This design comes from an exercise in tuning for small area on the open sky130 flow, not from production work. Function was checked by simulation only, so behaviour that the tests miss may differ from the original. No activity file was given, so power comes from the tool's default toggle rates.

==> flow/config.mk <==
export PLATFORM = sky130hd
export DESIGN_NAME = top
export DESIGN_NICKNAME = top
export VERILOG_FILES = /design/flow/design.v
export SDC_FILE = /design/flow/constraint.sdc
export NUM_CORES = 4
export LEC_CHECK = 0
export CAP_MARGIN = 20
export CORE_MARGIN = 2
export CORE_UTILIZATION = 40
export SLEW_MARGIN = 20
==> flow/constraint.sdc <==
create_clock -name core_clock -period 10.0 [get_ports {clk}]
set_input_delay 2.0000 -clock core_clock [delete_from_list [all_inputs] [get_ports {clk}]]
set_output_delay 2.0000 -clock core_clock [all_outputs]
set_load 0.01 [all_outputs]
==> flow/design.v <==
module bcd_to_binary (
    input logic [3:0] bcd,   
    output logic [6:0] bin   
);
    always_comb begin
        case (bcd)
            4'b0000: bin = 7'b0111111;  
            4'b0001: bin = 7'b0000110;  
            4'b0010: bin = 7'b1011011;  
            4'b0011: bin = 7'b1001111;  
            4'b0100: bin = 7'b1100110;  
            4'b0101: bin = 7'b1101101;  
            4'b0110: bin = 7'b1111101;  
            4'b0111: bin = 7'b0000111;  
            4'b1000: bin = 7'b1111111;  
            4'b1001: bin = 7'b1101111;  
            default: bin = 7'b0000000;  
        endcase
    end
endmodule
`timescale 1ns / 1ps
module doubleDabble(
    input [13:0] bin,
    output logic [15:0] bcd,
    input clk,
    input rst,
    output logic ready
    );
    logic [29:0] scratch;
    logic [3:0] clkcnt;
    always_ff @(posedge clk)
    begin
        if(rst) begin
            scratch <= 0;
            bcd <= 0;
            ready <= 1;
            clkcnt <= 0;
        end else if(clk) begin
            if(scratch[29:26] >= 5) begin  
                    scratch[29:26] = scratch[29:26] + 3;
            end
            if(scratch[25:22] >= 5) begin
                    scratch[25:22] = scratch[25:22] + 3;
            end
            if(scratch[21:18] >= 5) begin
                    scratch[21:18]  = scratch[21:18] + 3;
            end
            if(scratch[17:14] >= 5) begin
                    scratch[17:14]  = scratch[17:14] + 3;
            end
            scratch[29:0] = {scratch[28:0], 1'b0};  
            if (clkcnt == 0) begin
                clkcnt = clkcnt + 1;
                ready <= 1;  
                bcd[15:0] <= scratch[29:14];  
                scratch[29:14] = 0;
                scratch[13:0] = bin;
            end else begin
                clkcnt = clkcnt + 1;
                ready <= 0;  
                if(clkcnt == 14) begin
                    clkcnt = 0;
                end
            end
        end
    end
endmodule
`timescale 1ns/1ps
module pwm_module
#(parameter bit_width = 8)
(
input logic clk,                          
input logic rst_n,                        
input [bit_width-1:0] duty,               
input [bit_width-1:0] max_value,          
output logic pwm_out                      
);
logic [bit_width-1:0] counter;
always_ff @(posedge clk)
begin
    if (~rst_n) begin
        counter <= (bit_width)'('d0);                
        pwm_out <= 1'b0;                             
    end else begin 
        if (counter == max_value) begin              
            counter <= (bit_width)'('d0);          
        end else begin                               
            counter <= counter + (bit_width)'('d1);
        end
        pwm_out <= (counter <= duty);                
    end
end
endmodule
`timescale 1ns / 1ps
module segment_mux (
    input logic clk,             
    input logic rst_n,            
    input logic en,               
    input logic [6:0] in0,        
    input logic [6:0] in1,        
    input logic [6:0] in2,        
    input logic [6:0] in3,        
    output logic [6:0] out_val,    
    output logic [3:0] out_sel     
);
    always_ff @(posedge clk) begin
        if (!rst_n) begin
            out_sel <= 4'b0001;    
        end else if (en) begin
            case(out_sel)
                4'b0001: out_sel <= 4'b0010;  
                4'b0010: out_sel <= 4'b0100;  
                4'b0100: out_sel <= 4'b1000;  
                4'b1000: out_sel <= 4'b0001;  
                default: out_sel <= 4'b0001;  
            endcase
        end 
    end
    always_comb begin
        case (out_sel)
            4'b0001: out_val = in0;  
            4'b0010: out_val = in1;  
            4'b0100: out_val = in2;  
            4'b1000: out_val = in3;  
            default: out_val = 7'b0000000;  
        endcase
    end
endmodule
`timescale 1ns / 1ns
module sevenseg4ddriver(
    input logic clk,  
    input logic rst_n,
    input logic [6:0] digit0_segments,
    input logic [6:0] digit1_segments,
    input logic [6:0] digit2_segments,
    input logic [6:0] digit3_segments,
    output logic [6:0] segments,
    output logic [3:0] anodes
    );
    logic clk_reduced;  
    logic clk_reduced_prev;  
    logic mux_en;  
    always_ff @(posedge clk) begin
        if (~rst_n) clk_reduced_prev <= 1'b0;
        else clk_reduced_prev <= clk_reduced;
    end
    assign mux_en = clk_reduced & ~clk_reduced_prev;
    logic [6:0] segments_mux;  
    assign segments = ~segments_mux;  
    segment_mux persistence_mux (
        .clk(clk),
        .rst_n(rst_n),
        .en(mux_en),
        .in0(digit0_segments),
        .in1(digit1_segments),
        .in2(digit2_segments),
        .in3(digit3_segments),
        .out_val(segments_mux),
        .out_sel(anodes)
    );
    pwm_module #(
        .bit_width(14)  
    ) clk_reducer (
        .clk(clk),
        .rst_n(rst_n),
        .duty(5),
        .max_value(10),
        .pwm_out(clk_reduced)
    );
endmodule
module display_driver(
    input logic clk,              
    input logic rst_n,            
    input logic [5:0] minutes,    
    input logic [5:0] seconds,    
    output logic [6:0] seg,      
    output logic [3:0] an        
    );
    logic [6:0] digit0, digit1, digit2, digit3;   
    logic [3:0] bcd0, bcd1, bcd2, bcd3;          
    logic [15:0] seconds_bcd;                     
    logic [15:0] minutes_bcd;                     
    logic seconds_ready;                          
    logic minutes_ready;                          
    logic [3:0] out_sel;                          
    logic [3:0] assigned_value;                   
    assign an = ~out_sel;                        
    bcd_to_binary digit0_bcd_to_binary (         
        .bcd(bcd0),
        .bin(digit0)
    );
    bcd_to_binary digit1_bcd_to_binary (         
        .bcd(bcd1),
        .bin(digit1)
    );
    bcd_to_binary digit2_bcd_to_binary (         
        .bcd(bcd2),
        .bin(digit2)
    );
    bcd_to_binary digit3_bcd_to_binary (         
        .bcd(bcd3),
        .bin(digit3)
    );
    doubleDabble double_dabble_seconds(          
        .bin({8'd0,seconds}),
        .bcd(seconds_bcd),
        .clk(clk),
        .rst(!rst_n),
        .ready(seconds_ready)
    );
    doubleDabble double_dabble_minutes(          
        .bin({8'd0,minutes}),
        .bcd(minutes_bcd),
        .clk(clk),
        .rst(!rst_n),
        .ready(minutes_ready)
    );
    sevenseg4ddriver seg_driver(                 
    .clk(clk),
    .rst_n(rst_n),
    .digit0_segments(digit0),
    .digit1_segments(digit1),
    .digit2_segments(digit2),
    .digit3_segments(digit3),
    .segments(seg),
    .anodes(out_sel)
    );
    always @(posedge clk) begin                  
        if(!rst_n) begin
            bcd0 <= 4'd0;                        
            bcd1 <= 4'd0;
            bcd2 <= 4'd0;
            bcd3 <= 4'd0;
        end else begin
            if(seconds_ready) begin              
                bcd0 <= seconds_bcd[3:0];
                bcd1 <= seconds_bcd[7:4];
            end
            if(minutes_ready) begin              
                bcd2 <= minutes_bcd[3:0];
                bcd3 <= minutes_bcd[7:4];
            end
        end
    end
endmodule
`timescale 1ns / 1ps
module clock_divider
(
    input logic clk_100MHz,      
    input logic rst_n,           
    output logic clk_1Hz,        
    output logic clk_1kHz        
);
    logic [25:0] counter_1Hz;
    logic [15:0] counter_1kHz;
    logic clk_1Hz_reg;
    logic clk_1kHz_reg;
    always_ff @(posedge clk_100MHz) begin
        if (!rst_n) begin                                       
            counter_1Hz <= 0;
            clk_1Hz_reg <= 0;
        end else if(counter_1Hz == 50_000 - 1) begin     
            counter_1Hz <= 0;                                
            clk_1Hz_reg <= ~clk_1Hz_reg;                     
        end else begin
            counter_1Hz <= counter_1Hz + 1;                  
        end
    end
    always_ff @(posedge clk_100MHz) begin
        if (!rst_n) begin
            counter_1kHz <= 0;
            clk_1kHz_reg <= 0;
        end else if(counter_1kHz == 50 - 1) begin    
            counter_1kHz <= 0;                           
            clk_1kHz_reg <= ~clk_1kHz_reg;               
        end else begin
            counter_1kHz <= counter_1kHz + 1;            
        end
    end
    assign clk_1Hz = clk_1Hz_reg;
    assign clk_1kHz = clk_1kHz_reg;
endmodule
`timescale 1ns / 1ps
module blinking_display (
    input logic [3:0] anode_in,   
    input logic clk,              
    input logic rst_n,            
    input logic blink,            
    input logic clk_1hz,          
    output logic [3:0] anode_out   
);
  logic blink_state;               
  logic clk_1hz_last;       
  always_ff @(posedge clk) begin
    if (!rst_n) begin
      blink_state <= 1'b0;
      anode_out <= 4'b1111;  
      clk_1hz_last <= 1'b0;
    end else begin
      if (clk_1hz && !clk_1hz_last) 
        blink_state <= ~blink_state;
      clk_1hz_last <= clk_1hz;
      if (blink && blink_state)
        anode_out <= 4'b1111;   
      else
        anode_out <= anode_in;  
    end
  end
endmodule
module debounce
 #(parameter clk_freq    = 50_000_000,  
             stable_time = 20)          
  (input  logic clk,      
                reset_n,  
                button,   
   output logic result);  
  logic ff1,ff2,ff3;
  logic ena;
  logic sclr;
  localparam int max_count = clk_freq*stable_time/1000;  
  logic [$clog2(max_count):0] count;  
  always_ff @(posedge clk, negedge reset_n)  
    if(!reset_n) begin
      ff1 <= 0;
      ff2 <= 0;
      ff3 <= 0;
    end
    else begin
      if(ena)
        ff3 <= ff2;
      ff1 <= button;
      ff2 <= ff1;  
    end
  assign result = ff3;
  assign sclr = ff1 ^ ff2;  
  always_ff @(posedge clk, negedge reset_n)
    if(!reset_n)
      count <= 0;
    else if(sclr)  
        count <= 0;
    else if (!ena)  
        count <= count + 1;
  assign ena = (count > max_count) ? 1 : 0;  
endmodule
module debounce_wrapper(
    input logic clk,                  
    input logic rst_n,                
    input logic [4:0] buttons,        
    output logic [4:0] results       
);
    generate                         
        genvar i;                    
        for (i = 0; i < 5; i = i + 1) begin: debounce_instances
            debounce #(50000,10) generic_debounce (
                .clk(clk),               
                .button(buttons[i]),     
                .reset_n(rst_n),         
                .result(results[i])      
            );
        end
    endgenerate
endmodule
`timescale 1ns / 1ps
module time_counter (
  input logic clk_1khz,        
  input logic clk_high_speed,  
  input logic rst_n,           
  input logic up_down,         
  input logic en,              
  input logic inc_sec,         
  input logic inc_min,         
  output logic [9:0] time_ms,  
  output logic [5:0] time_sec,  
  output logic [5:0] time_min   
);
logic clk_1khz_prev;    
logic inc_sec_prev;    
logic inc_min_prev;    
always @(posedge clk_high_speed) begin
    if (~rst_n) begin
      time_ms <= 32'h0;
      time_sec <= 6'h0;
      time_min <= 6'h0;
      clk_1khz_prev <= 0;
      inc_sec_prev <= 0;
      inc_min_prev <= 0;
    end else begin
        if (clk_1khz && ~clk_1khz_prev) begin  
            if (en) begin
                if (up_down) begin
                        if(time_ms < 10'h3E7) begin  
                            time_ms <= time_ms + 1;
                        end else if (time_sec < 6'h3B) begin  
                            time_ms <= 0;
                            time_sec <= time_sec + 1;
                        end else if (time_min < 6'h3B) begin  
                            time_ms <= 0;
                            time_sec <= 0;
                            time_min <= time_min + 1;
                        end
                end else begin
                        if(time_ms > 0) begin  
                            time_ms <= time_ms - 1;
                        end else if (time_sec > 0) begin  
                            time_ms <= 10'h3E7;
                            time_sec <= time_sec - 1;
                        end else if (time_min > 0) begin  
                            time_ms <= 10'h3E7;
                            time_sec <= 6'h3B;
                            time_min <= time_min - 1;
                        end  
                end
            end
        end else begin
            if(up_down) begin 
                if (inc_sec && ~inc_sec_prev) begin  
                    if(time_sec < 6'h3C) begin
                        time_sec <= time_sec + 1;
                    end else begin
                        time_sec <= 0;
                        time_min <= time_min + 1;
                    end
                end else if (inc_min && ~inc_min_prev) begin  
                    if (time_min < 6'h3C) begin
                        time_min <= time_min + 1;
                    end
                end 
            end else begin
                if (inc_sec && ~inc_sec_prev) begin  
                    if(time_sec > 0) begin
                        time_sec <= time_sec - 1;
                    end else if (time_min > 0) begin
                        time_sec <= 6'h3B;
                        time_min <= time_min - 1;
                    end
                end else if (inc_min && ~inc_min_prev) begin  
                    if(time_min > 0) begin
                        time_min <= time_min - 1;
                    end else begin
                        time_min <= 6'h3B;
                    end
                end
            end
            inc_sec_prev <= inc_sec;
            inc_min_prev <= inc_min;
        end
        clk_1khz_prev <= clk_1khz;
    end
end
endmodule
`timescale 1ns / 1ps
module timer (
  input logic clk,       
  input logic clk1k,     
  input logic rst_n,     
  input logic en,        
  input logic start,     
  input logic stop,      
  input logic reset,     
  input logic inc_min,   
  input logic inc_sec,   
  input logic inc,
  output logic [5:0] minutes,   
  output logic [5:0] seconds,   
  output logic blink           
);
  logic running;   
  logic set_time;  
  logic [9:0] time_ms;
  logic [5:0] time_sec;
  logic [5:0] time_min;
  assign minutes = time_min;
  assign seconds = time_sec;
  time_counter timer (
    .clk_1khz(clk1k),
    .clk_high_speed(clk),
    .rst_n(rst_n && !reset),
    .up_down(inc && !running),   
    .en(en && running),
    .inc_sec(inc_sec),
    .inc_min(inc_min),
    .time_ms(time_ms),
    .time_sec(time_sec),
    .time_min(time_min)
  );
  always @(posedge clk) begin
    if (~rst_n) begin
      running <= 1'b0;
      set_time <= 1'b0;
      blink <= 1'b0;
    end else if (reset) begin
      running <= 1'b0;
      set_time <= 1'b0;
      blink <= 1'b0;
    end else if (start) begin
      if (set_time) running <= 1'b1;
      blink <= 1'b0;
    end else if (stop) begin
      running <= 1'b0;
      blink <= 1'b0;
    end else if (inc_min || inc_sec) begin
      set_time <= 1'b1;  
      blink <= 1'b0;
    end
    if (time_min == 0 && time_sec == 0) begin
      if(set_time) begin
        blink <= 1'b1;   
      end else begin
        blink <= 1'b0;
      end
    end
  end
endmodule
`timescale 1ns / 1ps
module stopwatch (
  input logic clk,       
  input logic clk1k,   
  input logic rst_n,     
  input logic en,        
  input logic start,     
  input logic stop,      
  input logic reset,     
  output logic [5:0] minutes,  
  output logic [5:0] seconds  
);
  logic running;  
  logic [9:0] time_ms;
  logic [5:0] time_sec;
  logic [5:0] time_min;
  assign minutes = time_min;
  assign seconds = time_sec;
    time_counter timer (
    .clk_1khz(clk1k),
    .clk_high_speed(clk),
    .rst_n(rst_n && !reset),
    .up_down(1'b1),
    .en(en && running),
    .inc_sec(1'b0),
    .inc_min(1'b0),
    .time_ms(time_ms),
    .time_sec(time_sec),
    .time_min(time_min)
  );
  always @(posedge clk) begin
    if (~rst_n) begin
      running <= 1'b0;
    end else if (reset) begin
      running <= 1'b0;
    end else if (start) begin
      running <= 1'b1;
    end else if (stop) begin
      running <= 1'b0;
    end
  end
endmodule
`timescale 1ns / 1ps
module mux_2to1 #(
    parameter int DATA_WIDTH = 8   
) (
    input logic [DATA_WIDTH-1:0] a,   
    input logic [DATA_WIDTH-1:0] b,   
    input logic sel,                   
    output logic [DATA_WIDTH-1:0] y    
);
    always_comb begin
        if (sel == 0) begin
            y = a;
        end else begin
            y = b;
        end
    end
endmodule
`timescale 1ns / 1ps
module stopwatch_timer_wrapper (
    input logic clk,
    input logic clk_1kHz,
    input logic rst_n,
    input logic mode_sw,                 
    input logic start,
    input logic stop,
    input logic reset,
    input logic inc_min,
    input logic inc_sec,
    input logic inc_sw,
    output logic [5:0] minutes,
    output logic [5:0] seconds,
    output logic blink
);
    logic [5:0] minutes_sw;
    logic [5:0] seconds_sw;
    logic [5:0] minutes_tm;
    logic [5:0] seconds_tm;
    logic blnk;
    assign blink = blnk && !mode_sw;
    stopwatch my_stopwatch (
        .clk(clk),
        .clk1k(clk_1kHz),
        .rst_n(rst_n),
        .en(mode_sw),
        .start(start),
        .stop(stop),
        .reset(reset),
        .minutes(minutes_sw),
        .seconds(seconds_sw)
    );
    timer timer_module (                 
        .clk(clk),                       
        .clk1k(clk_1kHz),                
        .rst_n(rst_n),                   
        .en(!mode_sw),                   
        .start(start),                   
        .stop(stop),                     
        .reset(reset),                   
        .inc_min(inc_min),               
        .inc_sec(inc_sec),               
        .inc(inc_sw),                    
        .minutes(minutes_tm),            
        .seconds(seconds_tm),               
        .blink(blnk)                     
    );
    mux_2to1 #(12) mux_2to1_inst (
        .a({minutes_sw, seconds_sw}),
        .b({minutes_tm, seconds_tm}),
        .sel(!mode_sw),
        .y({minutes, seconds})
    );
endmodule
`timescale 1ns / 1ps
module top(
        input logic clk,                  
        input logic rst,                  
        input logic start_btn,            
        input logic stop_btn,             
        input logic softrst_sw,           
        input logic inc_min_btn,          
        input logic inc_sec_btn,          
        input logic inc_sw,               
        input logic mode_sw,              
        output logic [6:0] seg,           
        output logic [3:0] an             
    );
    logic clk_1Hz;
    logic clk_1kHz;
    logic blink;
    logic [5:0] minutes;
    logic [5:0] seconds;
    logic start;
    logic stop;
    logic softrst;
    logic inc_min;
    logic inc_sec;
    logic [3:0] anode_raw;
    logic rst_n;
    assign rst_n = !rst;
    clock_divider clock_divider_inst(
        .clk_100MHz(clk),
        .rst_n(rst_n ),
        .clk_1Hz(clk_1Hz),
        .clk_1kHz(clk_1kHz)
    );
    blinking_display uut (
        .anode_in(anode_raw),
        .clk(clk),
        .rst_n(rst_n),
        .blink(blink),
        .clk_1hz(clk_1Hz),
        .anode_out(an)
    );
    display_driver display_driver_inst(
        .clk(clk),
        .rst_n(rst_n),
        .minutes(minutes),
        .seconds(seconds),
        .seg(seg),
        .an(anode_raw)
    );
    stopwatch_timer_wrapper stopwatch_timer_wrapper_inst(
        .clk(clk),
        .clk_1kHz(clk_1kHz),
        .rst_n(rst_n),
        .mode_sw(mode_sw),
        .start(start),
        .stop(stop),
        .reset(softrst_sw),
        .inc_min(inc_min),
        .inc_sec(inc_sec),
        .inc_sw(inc_sw),
        .minutes(minutes),
        .seconds(seconds),
        .blink(blink)
    );
    debounce_wrapper debounce_wrapper (
        .clk(clk), 
        .rst_n(rst_n), 
        .buttons({start_btn, stop_btn, softrst_sw, inc_min_btn, inc_sec_btn}), 
        .results({start, stop, softrst, inc_min, inc_sec})
    );
endmodule
==> flow/run.sh <==
#!/bin/bash
# synth_recipe.tcl (not shown) runs the flow's synth.tcl, then flattens the netlist and writes it again
# the make line also repeats each setting of config.mk as NAME=value (left out here)
make -C /OpenROAD-flow-scripts/flow DESIGN_CONFIG=/design/flow/config.mk WORK_HOME=/design/flow/orfs CLKGATE_MAP_FILE= SYNTH_SCRIPT=/design/flow/synth_recipe.tcl finish
==> reports/qor.log <==
qor: global_route.initial_antenna_violation_count 0
qor: floorplanning.start_util 0.4092
qor: detailed_routing.wl 29950 um
qor: place.count_of_buffers_inserted_at_the_top_level_ports 19
qor: clock_network.clock_insertion_delay_worst_skew 0.62 ns
qor: floorplanning.core_area 33700 sq um
qor: yosys.synth-seq-cells 287
qor: floorplanning.io-pin-count 20
qor: yosys.ys_types 75
qor: setup_path.timing.setup.critical_path_class clock port to register
qor: setup_path.arrival 7.08 ns
qor: setup_path.critPathRequiredTime 10.48 ns
qor: detailed_routing.drc 0
qor: yosys.synth_top_cells_by_area dfxtp_1 34%, dfrtp_1 9.4%, nor2_1 6.1%
qor: global_route.pin_count_of_the_biggest_net_entering_global_routing 74
qor: cells_and_area.filler_cell_count 3086
qor: place.dpl.cell_count 1961
qor: timing.timing_worst_slew_pin_value 1.072 ns
qor: floorplanning.std_cell_rows 67
qor: place.hpwl 18850 um
qor: min_path.hold_class clock port to register
qor: yosys.synth_sequential_area_ratio 0.4363
qor: yosys.syn_area_per_cell 8.834 sq um
qor: cells_and_area.max_reg_flops 40
qor: pwr.power_leakage 6.621 nW
qor: cells_and_area.antenna_cells 0
qor: cells_and_area.syn_to_final_growth 20.85%
qor: floorplanning.dieArea 35970 sq um
qor: timing.skew 0.01706 ns
qor: global_route.global_route.overflow_total 0
qor: place.place.gp.congestion 0.8189
qor: flow_run.max_cap_violations 0
qor: yosys.async_reset_ff_frac 0.1812
qor: detailed_routing.vias 11260
qor: timing.setup_viol 0
qor: floorplanning.dieHeight 189.7 um
qor: timing.relSlewSlack 0.2854
qor: yosys.synth_most_common_cell dfxtp_1
qor: timing.fin_worst_hold_slack 0.1922 ns
qor: cells_and_area.postLayoutCellArea 16660 sq um
qor: status.outcome timing/DRC/antenna clean
qor: min_path.min_path_cells 7
qor: place.dpl-instance-area 14290 sq um
qor: detailed_routing.drtPass1Iterations 6
qor: timing.grt_setup_unrepaired no
qor: yosys.yosys_warnings 15
qor: timing.finalMaxSlewViolations 0
qor: yosys.synth_commonest_cells 234 x dfxtp_1, 223 x nor2_1, 111 x nand2_1
qor: setup_path.timing.reg2reg.setup_slack 7.24 ns
qor: yosys.synthesis.area 13790 sq um
qor: clock_network.cts_tree built
qor: detailed_routing.drt-initial-drc-count 646
qor: yosys.synth_top_cell_area_share 0.3397
qor: cells_and_area.reg_top3 debounce_wrapper.debounce_instances.generic_debounce.count: 40 flops, clock_divider_inst.counter_1Hz: 26 flops
qor: yosys.synthesis.instances 1561
qor: clock_network.cts.repair.resized 0
qor: clock_network.clkSlewWorstSetupHoldPaths 0.06 ns
qor: cells_and_area.most_flops_register debounce_wrapper.debounce_instances.generic_debounce.count
qor: setup_path.reg2regPathDepth 7
qor: setup_path.setup.worst_path.start_class clock port
qor: pwr.power_density 223.5 nW/um^2
qor: global_route.global_route.usage.total 0.1717
qor: detailed_routing.antenna_violating_nets_post_route 0
qor: cells_and_area.stdcell_count 2089
qor: setup_path.path_max_fanout 5
qor: clock_network.hold_buffers 0
qor: pwr.max-vdd-ir-drop 0.1251 mV
qor: yosys.synth_enable_flop_cells 1
qor: cells_and_area.final_util 0.4945
qor: setup_path.cp-end-kind register
qor: global_route.first_global_vias 11760
qor: cells_and_area.nets 1675
qor: global_route.global_route_wire_length_before_repair 51740 um
qor: cells_and_area.ratio_of_cells_with_drive_above_1_in_the_final_layout 0.08714
qor: timing.tns 0 ns
qor: yosys.synth_area_leader_cell dfxtp_1
qor: yosys.dominantRegCellSynth dfxtp_1
qor: detailed_routing.wl_per_cell 14.34 um
qor: detailed_routing.via_per_inst 5.391
qor: floorplanning.width_of_the_die 189.7 um
qor: clock_network.post-cts-setup-buffers 0
qor: min_path.min_from clk
qor: timing.hold_viol_final 0
qor: yosys.syn_nets 1634
==> metrics by stage <==
| step | setup slack [ns] | power [W] |
|---|---|---|
| floorplan | 4.063 | 0.001657 |
| global placement | 4.004 | 0.001684 |
| detailed placement | 4.004 | 0.001689 |
| CTS | 3.370 | 0.003793 |
| global route | 3.316 | 0.003918 |
| finish | 3.407 | 0.003725 |
==> metal layers <==
layer | track usage | share of wire | up-vias | routed length [um]
met5 | 0 | 0 | - | 0
met4 | 0.1064 | 0.023 | 0 | 682
met3 | 0.07157 | 0.051 | 62 | 1538
met2 | 0.2536 | 0.45 | 243 | 13620
met1 | 0.2072 | 0.47 | 5323 | 14110
li1 | - | - | 5633 | -
==> cells by family after synthesis <==
group                      count (synthesis)  synth area share
muxes                                     51           0.03747
adders and majority gates                 64           0.05807
xor gates and xnor gates                 103           0.06542
and+or+nand+nor                          589            0.2056
buffers and inverters                    140           0.03956
AOI/OAI and AO/OA                        327            0.1576
DFF                                      287            0.4363
==> area by class of cell <==
class / count / area [sq um] / area share
Clock buffer: 89 / 1996 / 0.1198
Clock inverter: 40 / 366.6 / 0.02200
Inverter: 66 / 247.7 / 0.01487
Timing Repair Buffer: 25 / 230.2 / 0.01381
Multi-Input combinational cell: 1134 / 7248 / 0.4349
Tap cell: 448 / 560.5 / 0.03364
Sequential cell: 287 / 6016 / 0.3610
==> worst max-delay path by stage <==
stage / start / endpoint / slack (ns) / cells past startpoint
after floorplan: clk / register / 4.06 / 5
after global placement: clk / register / 4.00 / 2
final: clk / register / 3.41 / 16
after CTS: clk / register / 3.37 / 16
after global routing: clk / register / 3.32 / 16
after detailed placement: clk / register / 4.00 / 2
==> worst max-delay path, stage by stage <==
cell and delay (ns):
clkbuf_16 0.12, clkbuf_16 0.13, clkbuf_16 0.13, clkbuf_16 0.13, clkbuf_16 0.13, clkbuf_16 0.14
clkbuf_16 0.15, clkbuf_16 0.15, nand2_1 0.09, clkbuf_16 0.15, clkbuf_16 0.12, a31oi_1 0.05
clkbuf_16 0.17, clkbuf_16 0.14, a41oi_1 0.20, a31oi_1 0.07
==> power by group <==
part	internal, W	total, W	leakage (nW)	switching, W
clock	0.00142	0.00222	1.46	0.000802
combinational	0.0000950	0.000234	2.56	0.000139
sequential	0.00121	0.00127	2.60	0.0000584
total	0.00273	0.00373	6.62	0.000999
==> placed cells by master (no fill, tap or decap), types with 23 or more instances in the layout <==
cell type / count
dfrtp_1: 52
o21ai_0: 61
dfxtp_1: 234
mux2i_1: 46
xnor2_1: 50
nor2_1: 223
a22o_1: 23
nand3_1: 59
a21oi_1: 97
xor2_1: 53
ha_1: 64
nand4_1: 29
clkbuf_16: 77
inv_1: 75
and3_1: 24
nand2_1: 111
nor3_1: 28

## afterwards: timing with drivers on the ports
Ports are ideal in the flow. The routed layout listed here was re-timed in OpenROAD. Step 1 assumes that a clkbuf_16 drives the clock port and a buf_2 every other input. Step 2 moves the port delays by t, midway between the first and last clock arrival at a register: inputs arrive t later, outputs are due t later. That takes back most of the time a late clock gives input paths. Three values: no drivers, after step 1, after step 2; two values: the first two.
t, ns: 0.671
slack for setup (ns): 3.407 / 3.415 / 3.415
worst setup path at the end: clock port to register
worst data-port slew with drivers (ns): 0.04
After both steps setup and hold are still met in this run. For this run, drivers alone change the setup slack by +0.008 ns; drivers and shift together by +0.008 ns.
